Source: an optimization exercise on an open RTL-to-GDS flow (aim: small area). Production flows keep margins and buffers that such runs may drop. Where RTL was checked, it was by simulation tests only, not by an equivalence proof against the original. Only the layout flow was run in run 2; the RTL was not checked for function there. Power is estimated from default activity; no workload was simulated.

`flow/design.v`:
```
`timescale 1ns / 1ps
`default_nettype none
module uart_tx(
    input wire i_clk,
    input wire i_rst,
    input wire i_start,
    input wire [7:0] i_data,
    output reg o_tx,
    output reg o_busy
    );
    parameter INPUT_CLOCK_FREQ = 100_000_000;
    parameter BAUD_RATE = 115200;
    parameter CYCLES_PER_BAUD = INPUT_CLOCK_FREQ / BAUD_RATE;
    parameter reg [3:0] IDLE_STATE   = 4'h0;
    parameter reg [3:0] START_STATE  = 4'h1;
    parameter reg [3:0] PARITY_STATE = 4'ha;
    parameter reg [3:0] STOP_STATE   = 4'hb;
    reg [3:0] current_state;
    reg [3:0] next_state;
    reg [15:0] baud_counter;
    reg baud_strobe;
    reg [7:0] tx_shift;
    reg [7:0] tx_hold;
    always @ (*) begin
        if (i_rst)
            next_state = IDLE_STATE;
        else case (current_state)
            IDLE_STATE, STOP_STATE:
                if (i_start)
                    next_state = START_STATE;
                else
                    next_state = IDLE_STATE;
            default:
                if (current_state < STOP_STATE)
                    next_state = current_state + 1;
                else
                    next_state = IDLE_STATE;
        endcase
    end
    always @ (posedge i_clk) begin
        if (current_state == IDLE_STATE) begin
            if (i_start)
                baud_strobe <= 1;
            else
                baud_strobe <= 0;
            baud_counter <= 0;
        end else if (baud_counter >= CYCLES_PER_BAUD) begin
            baud_strobe <= 1'b1;
            baud_counter <= 0;
        end else begin
            baud_counter <= baud_counter + 1'b1;
            baud_strobe <= 0;
        end
    end
    always @ (posedge i_clk) begin
        if (i_rst)
            current_state <= IDLE_STATE;
        else if (baud_strobe || (current_state == IDLE_STATE && i_start))
            current_state <= next_state;
    end
    always @ (posedge i_clk) begin
        if (i_rst)
            o_busy <= 0;
        else
            o_busy <= (current_state >= START_STATE && current_state <= STOP_STATE);
    end
    always @ (posedge i_clk) begin
        if (!i_rst && baud_strobe) begin
            case (current_state)
                START_STATE: begin
                    tx_shift <= i_data;
                    tx_hold <= i_data;
                end
                IDLE_STATE, PARITY_STATE, STOP_STATE:
                    tx_shift <= 0;
                default:
                    if (current_state < PARITY_STATE)
                        tx_shift <= tx_shift >> 1;
            endcase
        end
    end
    always @ (posedge i_clk) begin
        if (i_rst)
            o_tx <= 1;
        else if (baud_strobe)
            case (current_state)
                IDLE_STATE, STOP_STATE:
                    o_tx <= 1;
                START_STATE:
                    o_tx <= 0;
                PARITY_STATE:
                    o_tx <= ^tx_hold;
                default:
                    if (current_state < STOP_STATE)
                        o_tx <= tx_shift[0];
            endcase
    end
endmodule
```
`flow/run.sh`:
```
#!/bin/bash
# synth_recipe.tcl (not shown) runs the flow's synth.tcl, then flattens the netlist and writes it again
# the make line also repeats each setting of config.mk as NAME=value (left out here)
make -C /OpenROAD-flow-scripts/flow DESIGN_CONFIG=/design/flow/config.mk WORK_HOME=/design/flow/orfs CLKGATE_MAP_FILE= SYNTH_SCRIPT=/design/flow/synth_recipe.tcl finish
```
`flow/config.mk`:
```
export PLATFORM = sky130hd
export DESIGN_NAME = uart_tx
export DESIGN_NICKNAME = uart_tx
export VERILOG_FILES = /design/flow/design.v
export SDC_FILE = /design/flow/constraint.sdc
export NUM_CORES = 4
export LEC_CHECK = 0
export CAP_MARGIN = 20
export CORE_MARGIN = 2
export CORE_UTILIZATION = 40
export CTS_BUF_LIST = sky130_fd_sc_hd__clkbuf_8 sky130_fd_sc_hd__clkbuf_16
export SLEW_MARGIN = 20
```
`flow/constraint.sdc`:
```
create_clock -name core_clock -period 10.0 [get_ports {i_clk}]
set_input_delay 2.0000 -clock core_clock [delete_from_list [all_inputs] [get_ports {i_clk}]]
set_output_delay 2.0000 -clock core_clock [all_outputs]
set_load 0.01 [all_outputs]
```
==> impl_metrics.py, run 1 <==
metrics = {
    "run_status": {
        "status": "finished clean",
    },
    "clock_network": {
        "cts_buffers": 5,
        "ctsHoldBuffers": 0,
        "clockBufferDepth": 2,
        "cts_resized": 0,
        "path_clk_slew_ns": 0.07,
        "cts_tree": "done",
        "cts.htree.levels": 2,
        "post_cts_buffers": 0,
        "cts.sinks": 39,
        "cts_root_buffer": "clkbuf_8",
        "insertion_delay_ns": 0.29,
    },
    "setup_path": {
        "critPathRequiredTime_ns": 9.92,
        "cp_max_fo": 8,
        "max_stage_delay_ns": 0.60,
        "start_kind": "input port",
        "arrival_ns": 3.39,
        "r2r_cells": 4,
        "crit_path_end_kind": "flip-flop",
        "cp_slowest_cell": "a21oi_1",
        "crit_type": "in -> reg",
        "path_cells": "clkdlybuf4s50_1, nand2b_1, a21oi_1",
    },
    "die": {
        "rows": 23,
        "coreArea_um2": 4000,
        "start_util_pct": 41.79,
        "die_area_um2": 4712,
        "die_h_um": 68.65,
        "die_w_um": 68.65,
        "ios": 13,
    },
    "detailed_routing": {
        "wl_met3_um": 125,
        "wl_per_cell_um": 13.90,
        "top_layer": "met4",
        "ant_nets": 0,
        "drtIter0Drc": 58,
        "via_count": 1122,
        "wl_met1_um": 1440,
        "dr.pass1.iters": 4,
        "dr_wl_met2_um": 1416,
        "vias_per_cell": 5.147,
        "routed_wl_um": 3030,
        "drc": 0,
    },
    "place": {
        "dpl_cell_area_um2": 1837,
        "portBuffers": 12,
        "dp_slack_ns": 6.237,
        "place_congestion": 0.7788,
        "place_hpwl_um": 2213,
    },
    "cells_and_area": {
        "nNetsFinal": 185,
        "fin_area_um2": 1922,
        "drive_gt1_share_pct": 5.952,
        "area_growth_pct": 14.97,
        "diodes": 0,
        "fillers": 377,
    },
    "timing": {
        "relSlewSlack_pct": 49.95,
        "max_freq_mhz": 288.0,
        "worst_pin_slew_ns": 0.7507,
        "drv_slew": 0,
        "setup_viol": 0,
        "period_share_pct": 34.73,
        "fin_skew_ns": 0.008105,
        "finalHoldViolations": 0,
        "tns_ns": 0,
        "setup_slack_ns": 6.527,
        "rsz0062_at_grt": "no",
        "fin_crit_ns": 3.473,
    },
    "synthesis": {
        "synth_ff_type": "dfxtp_1",
        "synth_cells": 149,
        "async_reset_ff_share_pct": 0,
        "synth_area_um2": 1672,
        "synth_common_cells": "dfxtp_1, nor2_1, edfxtp_1",
        "yosysTopAreaCell": "edfxtp_1",
        "netlist-cell-type-count": 43,
        "synth_top_area_share_pct": 28.74,
        "syn_area_per_cell_um2": 11.22,
        "synth-seq-cells": 39,
        "ys_warn_count": 1,
        "synth_edf_count": 16,
        "ys_top_cells_by_area": "edfxtp_1, dfxtp_1, ha_1",
        "synth.most_common_cell": "dfxtp_1",
        "synth.yosys.seq_area_share_pct": 56.29,
    },
    "power": {
        "ir_drop_mv": 0.09865,
        "leakage_nw": 0.7163,
        "powerDensity_nw_per_um2": 169.1,
    },
    "worst_hold_path": {
        "min_path_cells": 1,
        "hp-class": "reg -> reg",
    },
    "global_routing": {
        "grt_pass1_vias": 1094,
        "antenna_found_initial": 0,
        "grt_overflow": 0,
        "grt_usage_pct": 14.90,
        "grt_max_degree": 15,
        "grt_first_pass_wirelength_um": 4933,
    },
    "job": {
        "drv_cap": 0,
    },
}
[routing by layer]
metal	track usage (%)	vias to the layer above
li1	-	560
met1	19.50	532
met2	23.08	24
met3	4.870	6
met4	5.250	0
met5	0	-
[where the power goes]
group          switching, mW  total [mW]  internal, mW
clock                 0.0546       0.102        0.0477
sequential           0.00554       0.182         0.177
combinational         0.0208      0.0403        0.0195
total                 0.0809       0.325         0.244
[registers in the layout, summed over array words and instances, names as in the netlist]
| signal | cells |
|---|---|
| current_state | 4 |
| baud_strobe | 1 |
| o_tx | 1 |
| tx_shift | 8 |
| o_busy | 1 |
| tx_hold | 8 |
| baud_counter | 16 |
[worst paths after layout]
| path | startpoint | endpoint | slack (ns) |
|---|---|---|---|
| setup / recovery | i_rst | tx_shift[2] | 6.53 |
| hold / removal | baud_counter[0] | baud_counter[0] | 0.49 |
| setup reg to reg | current_state[1] | tx_shift[2] | 8.00 |
| hold reg to reg | baud_counter[0] | baud_counter[0] | 0.49 |
[through the flow]
stage	cells	hold WS (ns)	utilization, %	power [mW]
4_1_cts	218	0.5028	48.05	0.3274
6_report	218	0.4946	48.05	0.3249
3_3_place_gp	210	0.4590	45.92	0.2237
3_5_place_dp	210	0.4835	45.92	0.2257
2_1_floorplan	154	0.4410	-	0.2116
5_1_grt	218	0.5158	48.05	0.3385
[worst max-delay path: cells and delay by family]
family | cells | cell delay, ns
AOI/OAI and AO/OA | 1 | 0.60
buffers and inverters | 1 | 0.56
and+or+nand+nor | 1 | 0.23
[cells in the final DEF, fill, tap and decap left out, types with 2 or more instances in the layout]
cell type | Yosys | routed
dfxtp_1 | 23 | 23
nor2_1 | 20 | 20
edfxtp_1 | 16 | 16
clkdlybuf4s50_1 | 0 | 12
xnor2_1 | 10 | 10
a22o_1 | 7 | 7
ha_1 | 7 | 7
inv_1 | 5 | 6
nand2_1 | 6 | 6
conb_1 | 1 | 6
a21oi_1 | 5 | 5
clkbuf_8 | 0 | 5
nand3_1 | 4 | 4
xor2_1 | 4 | 4
and3_1 | 3 | 3
a31oi_1 | 3 | 3
nor3_1 | 2 | 2
nand2b_1 | 2 | 2
a21o_1 | 2 | 2
a32oi_1 | 2 | 2
o21ai_0 | 2 | 2
[kinds of logic after synthesis]
family / after synthesis / share of synthesized area, %
xor gates and xnor gates: 14 / 7.335
AOI/OAI and AO/OA: 29 / 13.02
other: 1 / 0.2243
DFF: 39 / 56.29
buffers and inverters: 11 / 3.293
and+or+nand+nor: 47 / 14.00
muxes: 1 / 0.5988
adders and majority gates: 7 / 5.239
[cell type report]
cell class	instances	area, um^2	area share (%)
Clock inverter	3	16.27	0.8464
Clock buffer	5	68.82	3.581
Timing Repair Buffer	12	120.1	6.250
Multi-Input combinational cell	104	694.4	36.13
Tap cell	50	62.56	3.255
Sequential cell	39	940.9	48.96
Inverter	5	18.77	0.9766
==> run 2, diff against run 1 <==
==> flow/design.v (replaced) <==
`timescale 1ns / 1ps
`default_nettype none
module uart_tx(
    input wire i_clk,
    input wire i_rst,
    input wire i_start,
    input wire [7:0] i_data,
    output reg o_tx,
    output reg o_busy
    );
    localparam [9:0] TICK_STATE = 10'b1000000010;
    localparam [9:0] POL        = 10'b1010101010;
    reg [9:0] bx;
    reg [3:0] ph;
    reg [7:0] hold;
    reg par;
    wire [9:0] b = bx ^ POL;
    wire tick = (b == TICK_STATE);
    wire idle = (ph == 4'd6);
    wire stopc = (ph == 4'd7);
    wire [9:0] b_next = {b[8:0], b[9] ^ b[2] ^ tick};
    always @(posedge i_clk)
        bx <= (idle ? TICK_STATE : b_next) ^ POL;
    always @(posedge i_clk) begin
        if (i_rst)
            ph <= 4'd6;
        else if (tick && ph == 4'd1)
            ph <= {3'b011, i_start};
        else if (idle ? i_start : tick)
            ph <= ph + 4'd1;
    end
    always @(posedge i_clk)
        if (tick && stopc)
            hold <= i_data;
    wire px = par ^ o_tx;
    always @(posedge i_clk)
        if (tick)
            par <= stopc ? 1'b0 : px;
    always @(posedge i_clk)
        o_busy <= !i_rst && !idle;
    always @(posedge i_clk) begin
        if (i_rst)
            o_tx <= 1'b1;
        else if (tick) begin
            if (ph[3])
                o_tx <= hold[ph[2:0]];
            else if (stopc)
                o_tx <= 1'b0;
            else if (ph == 4'd0)
                o_tx <= px;
            else
                o_tx <= 1'b1;
        end
    end
endmodule
==> flow/flow/run.sh (new file) <==
#!/bin/bash
# Own layout flow: the standard flow, with two changes.
# 1. Synthesis is the standard synthesis script (synth_recipe.tcl) with an
#    area-oriented ABC mapping script (no buffering or upsizing), selected by
#    pointing SCRIPTS_DIR at a copy of ORFS's scripts folder for that step only.
# 2. Port buffers are the smallest buffer cell (buf_1).
set -euo pipefail
WORK=$(pwd)
rm -rf "$WORK/synth_scripts"
cp -r "$FLOW_HOME/scripts" "$WORK/synth_scripts"
cp "$WORK/flow/abc_area.script" "$WORK/synth_scripts/abc_area.script"
cp "$WORK/flow/abc_area.script" "$WORK/synth_scripts/abc_speed.script"
SCRIPTS_DIR="$WORK/synth_scripts" bash standard.sh synth > "$WORK/synth.log" 2>&1
BUFFER_PORTS_ARGS="-buffer_cell sky130_fd_sc_hd__buf_1" bash standard.sh > "$WORK/layout.log" 2>&1
==> flow/flow/abc_area.script (new file) <==
strash
dch -f
amap
topo
==> flow/standard.sh (new file) <==
#!/bin/bash
# synth_recipe.tcl (not shown) runs the flow's synth.tcl, then flattens the netlist and writes it again
# the make line also repeats each setting of config.mk as NAME=value (left out here)
make -C /OpenROAD-flow-scripts/flow DESIGN_CONFIG=/design/flow/config.mk WORK_HOME=/design/flow/orfs CLKGATE_MAP_FILE= SYNTH_SCRIPT=/design/flow/synth_recipe.tcl "${@:-finish}"
--- a/flow/config.mk
+++ b/flow/config.mk
@@ -9,4 +9,7 @@
 export CORE_MARGIN = 2
-export CORE_UTILIZATION = 40
-export CTS_BUF_LIST = sky130_fd_sc_hd__clkbuf_8 sky130_fd_sc_hd__clkbuf_16
+export CORE_UTILIZATION = 70
+export CTS_BUF_LIST = sky130_fd_sc_hd__clkbuf_8
+export CTS_CLUSTER_DIAMETER = 100
+export CTS_CLUSTER_SIZE = 30
+export PLACE_DENSITY = 0.85
 export SLEW_MARGIN = 20
removed: flow/run.sh
==> run 2 against run 1 <==
Against the previous run:
- worst hold slack got worse by 0.11 ns
- sequential cell count fell by 14
- largest cell class unchanged
- cell count fell by 45%
- largest power group unchanged
- sequential share of layout area rose by 7.0 points
- synthesized cell count fell by 42%
- first-iteration DRC count fell by 53%
- maximum frequency rose by 24%
- clock skew fell by 0.0037 ns
==> impl_metrics.py, run 2 <==
metrics = {
    "run_status": {
        "status": "finished clean",
    },
    "cells_and_area": {
        "largest_register_ffs": 10,
        "layout_common_cells": "dfxtp_1, nor2_1, buf_1",
        "area_growth_pct": 12.55,
        "top_register": "bx",
        "seqCellArea_um2": 590.6,
        "reg.largest.list": "bx x10, hold x8, ph x4",
        "diodes": 0,
        "multi_input_area_um2": 312.8,
        "final_common_cell": "dfxtp_1",
        "fillers": 73,
        "nNetsFinal": 120,
        "drive_gt1_share_pct": 4.808,
    },
    "detailed_routing": {
        "routed_wl_um": 1634,
        "wl_per_cell_um": 13.73,
        "dr.pass1.iters": 4,
        "drtIter0Drc": 27,
        "via_count": 701,
        "vias_per_cell": 5.891,
        "drc": 0,
        "ant_nets": 0,
    },
    "global_routing": {
        "grt_max_degree": 15,
        "grt_usage_pct": 23.13,
        "grt_pass1_vias": 564,
        "grt_overflow": 0,
        "grt_first_pass_wirelength_um": 2366,
        "antenna_found_initial": 0,
    },
    "timing": {
        "period_share_pct": 27.96,
        "setup_viol": 0,
        "relSlewSlack_pct": 67.95,
        "finalHoldViolations": 0,
        "worst_pin_slew_ns": 0.4771,
        "rsz0062_at_grt": "no",
        "max_freq_mhz": 357.7,
        "drv_slew": 0,
        "fin_skew_ns": 0.004427,
        "tns_ns": 0,
        "fin_crit_ns": 2.796,
    },
    "power": {
        "leakage_nw": 0.3750,
        "finalPower_uw": 325.4,
        "ir_drop_mv": 0.2145,
        "powerDensity_nw_per_um2": 308.5,
    },
    "synthesis": {
        "async_reset_ff_share_pct": 0,
        "synth_top_family_by_area": "compound AO/OA/AOI/OAI gates",
        "netlist-cell-type-count": 21,
        "synth_fa_ha_area_share_pct": 5.340,
        "synth_area_um2": 937.1,
        "synth-seq-cells": 25,
        "synth_edf_count": 9,
        "synth_mux_area_share_pct": 0,
        "yosysTopAreaCell": "dfxtp_1",
        "synth.yosys.seq_area_share_pct": 63.02,
        "syn_area_per_cell_um2": 10.77,
        "synth_top_area_share_pct": 34.18,
        "ys_top_cells_by_area": "dfxtp_1, edfxtp_1, nor2_1",
        "synth_compound_area_share_pct": 14.29,
        "synth_ff_type": "dfxtp_1",
        "synth_common_cells": "dfxtp_1, nor2_1, clkinv_1, edfxtp_1, nand2_1",
        "synth.most_common_cell": "dfxtp_1",
        "synthXorXnorAreaFrac_pct": 0,
        "ys_warn_count": 1,
        "synth_cells": 87,
        "yosys.area_share.simple_pct": 13.75,
    },
    "die": {
        "coreArea_um2": 1269,
        "die_h_um": 40.59,
        "die_area_um2": 1648,
        "die_w_um": 40.59,
        "ios": 13,
        "start_util_pct": 73.87,
        "rows": 13,
    },
    "clock_network": {
        "cts.sinks": 25,
        "cts_tree": "done",
        "cts_root_buffer": "clkbuf_8",
        "cts.htree.levels": 1,
        "post_cts_buffers": 0,
        "insertion_delay_ns": 0.26,
        "ctsHoldBuffers": 0,
        "clockBufferDepth": 2,
        "path_clk_slew_ns": 0.08,
        "cts_buffers": 3,
        "cts_resized": 0,
    },
    "setup_path": {
        "crit_path_end_kind": "primary output",
        "arrival_ns": 0.80,
        "max_stage_delay_ns": 0.37,
        "critPathRequiredTime_ns": 8.00,
        "crit_buf_inv": 1,
        "path_cells": "buf_1",
        "cp_top_family": "flip-flops",
        "cp_slowest_cell": "dfxtp_1",
        "crit_type": "reg -> out",
        "start_kind": "flip-flop",
        "cp_max_fo": 4,
    },
    "job": {
        "drv_cap": 0,
    },
    "place": {
        "place_hpwl_um": 1211,
        "place_congestion": 0.7379,
        "portBuffers": 12,
    },
    "worst_hold_path": {
        "hp-class": "reg -> reg",
    },
}
-- run 2: cell count changes in the layout (fill, tap and decap cells not counted), sizes merged, moves of 4 or more --
cell and delta:
buf +13, clkdlybuf4s50 -12, xnor2 -10, clkinv +9, a22o -7, dfxtp -7
edfxtp -7, conb -6, inv -6, nor2 -6, o221ai +4, xor2 -4
-- run 2: power breakdown --
group / internal, mW / switching (mW) / total, mW
clock: 0.0278 / 0.0297 / 0.0574
sequential: 0.136 / 0.0213 / 0.157
combinational: 0.0392 / 0.0713 / 0.111
total: 0.203 / 0.122 / 0.325
-- run 2: logic make-up after synthesis --
family          after synthesis
compound gates               19
flops                        25
fa+ha+maj                     4
buf+inv                       9
simple gates                 30
-- run 2: routing by layer --
| layer | vias up | GRT usage (%) | share of wire [%] |
|---|---|---|---|
| met5 | - | 0 | 0 |
| met4 | 0 | 11.67 | 2.3 |
| met3 | 6 | 5.556 | 3.7 |
| met2 | 19 | 38.49 | 50 |
| met1 | 327 | 27.50 | 44 |
| li1 | 349 | - | - |
-- run 2: layout make-up --
| class | instances | share of cell area [%] |
|---|---|---|
| Sequential cell | 25 | 55.99 |
| Timing Repair Buffer | 13 | 4.982 |
| Clock buffer | 3 | 3.915 |
| Inverter | 9 | 3.203 |
| Clock inverter | 1 | 0.4745 |
| Tap cell | 15 | 1.779 |
| Multi-Input combinational cell | 53 | 29.66 |
-- run 2: final timing paths --
path	startpoint	to	slack (ns)	depth (start not counted)
worst max-delay path	o_tx	o_tx	7.20	1
worst min-delay path	bx[6]	bx[7]	0.38	1
worst max register to register	ph[0]	ph[0]	7.66	9
worst min register to register	bx[6]	bx[7]	0.38	1
-- run 2: worst reg2reg max path, stage by stage (launching register included) --
cell	delay (ns)
dfxtp_1	0.47
clkinv_1	0.28
ha_1	0.27
nand3_1	0.18
clkinv_1	0.27
o22ai_1	0.37
nor2_1	0.10
a211oi_1	0.19
a21oi_1	0.06
nor2_1	0.09
-- run 2: metrics by stage --
stage	setup WS, ns	area (um^2)	util [%]	instances	hold WS (ns)
final	7.204	1055	83.14	119	0.3847
after global routing	7.125	1055	83.14	119	0.3970
after CTS	7.194	1055	83.14	119	0.3886
after detailed placement	7.155	1008	79.49	115	0.3683
after global placement	7.201	1008	79.49	115	0.3637
after floorplan	7.344	937.1	-	87	0.3576

## afterwards: timing with drivers on the ports
The flow's constraints put no driver on any port. The routed layouts listed below were extracted and timed again, unchanged, in two steps.
Step 1: set_driving_cell puts a clkbuf_16 on i_clk and a buf_2 on each other input, an assumption about the parent block.
Step 2 times the ports against the registers' clock, not the clock port: input delays grow and output delays shrink by t, the midpoint of the rising clock arrivals with the driver on.
Slacks: ideal ports / drivers / drivers and shift; pairs: ideal ports / drivers.
run | t (ns) | setup WS [ns] | hold slack, ns | worst register clock-pin slew, ns
run 1 | 0.311 | 6.527 / 6.529 / 6.218 | 0.495 / 0.495 / 0.495 | 0.08 / 0.08
run 2 | 0.282 | 7.204 / 7.182 / 7.123 | 0.385 / 0.385 / 0.385 | 0.08 / 0.08
After both steps every run listed still meets setup and hold. For run 1, which loses most, drivers alone change the setup slack by +0.002 ns; drivers and shift together by -0.309 ns.
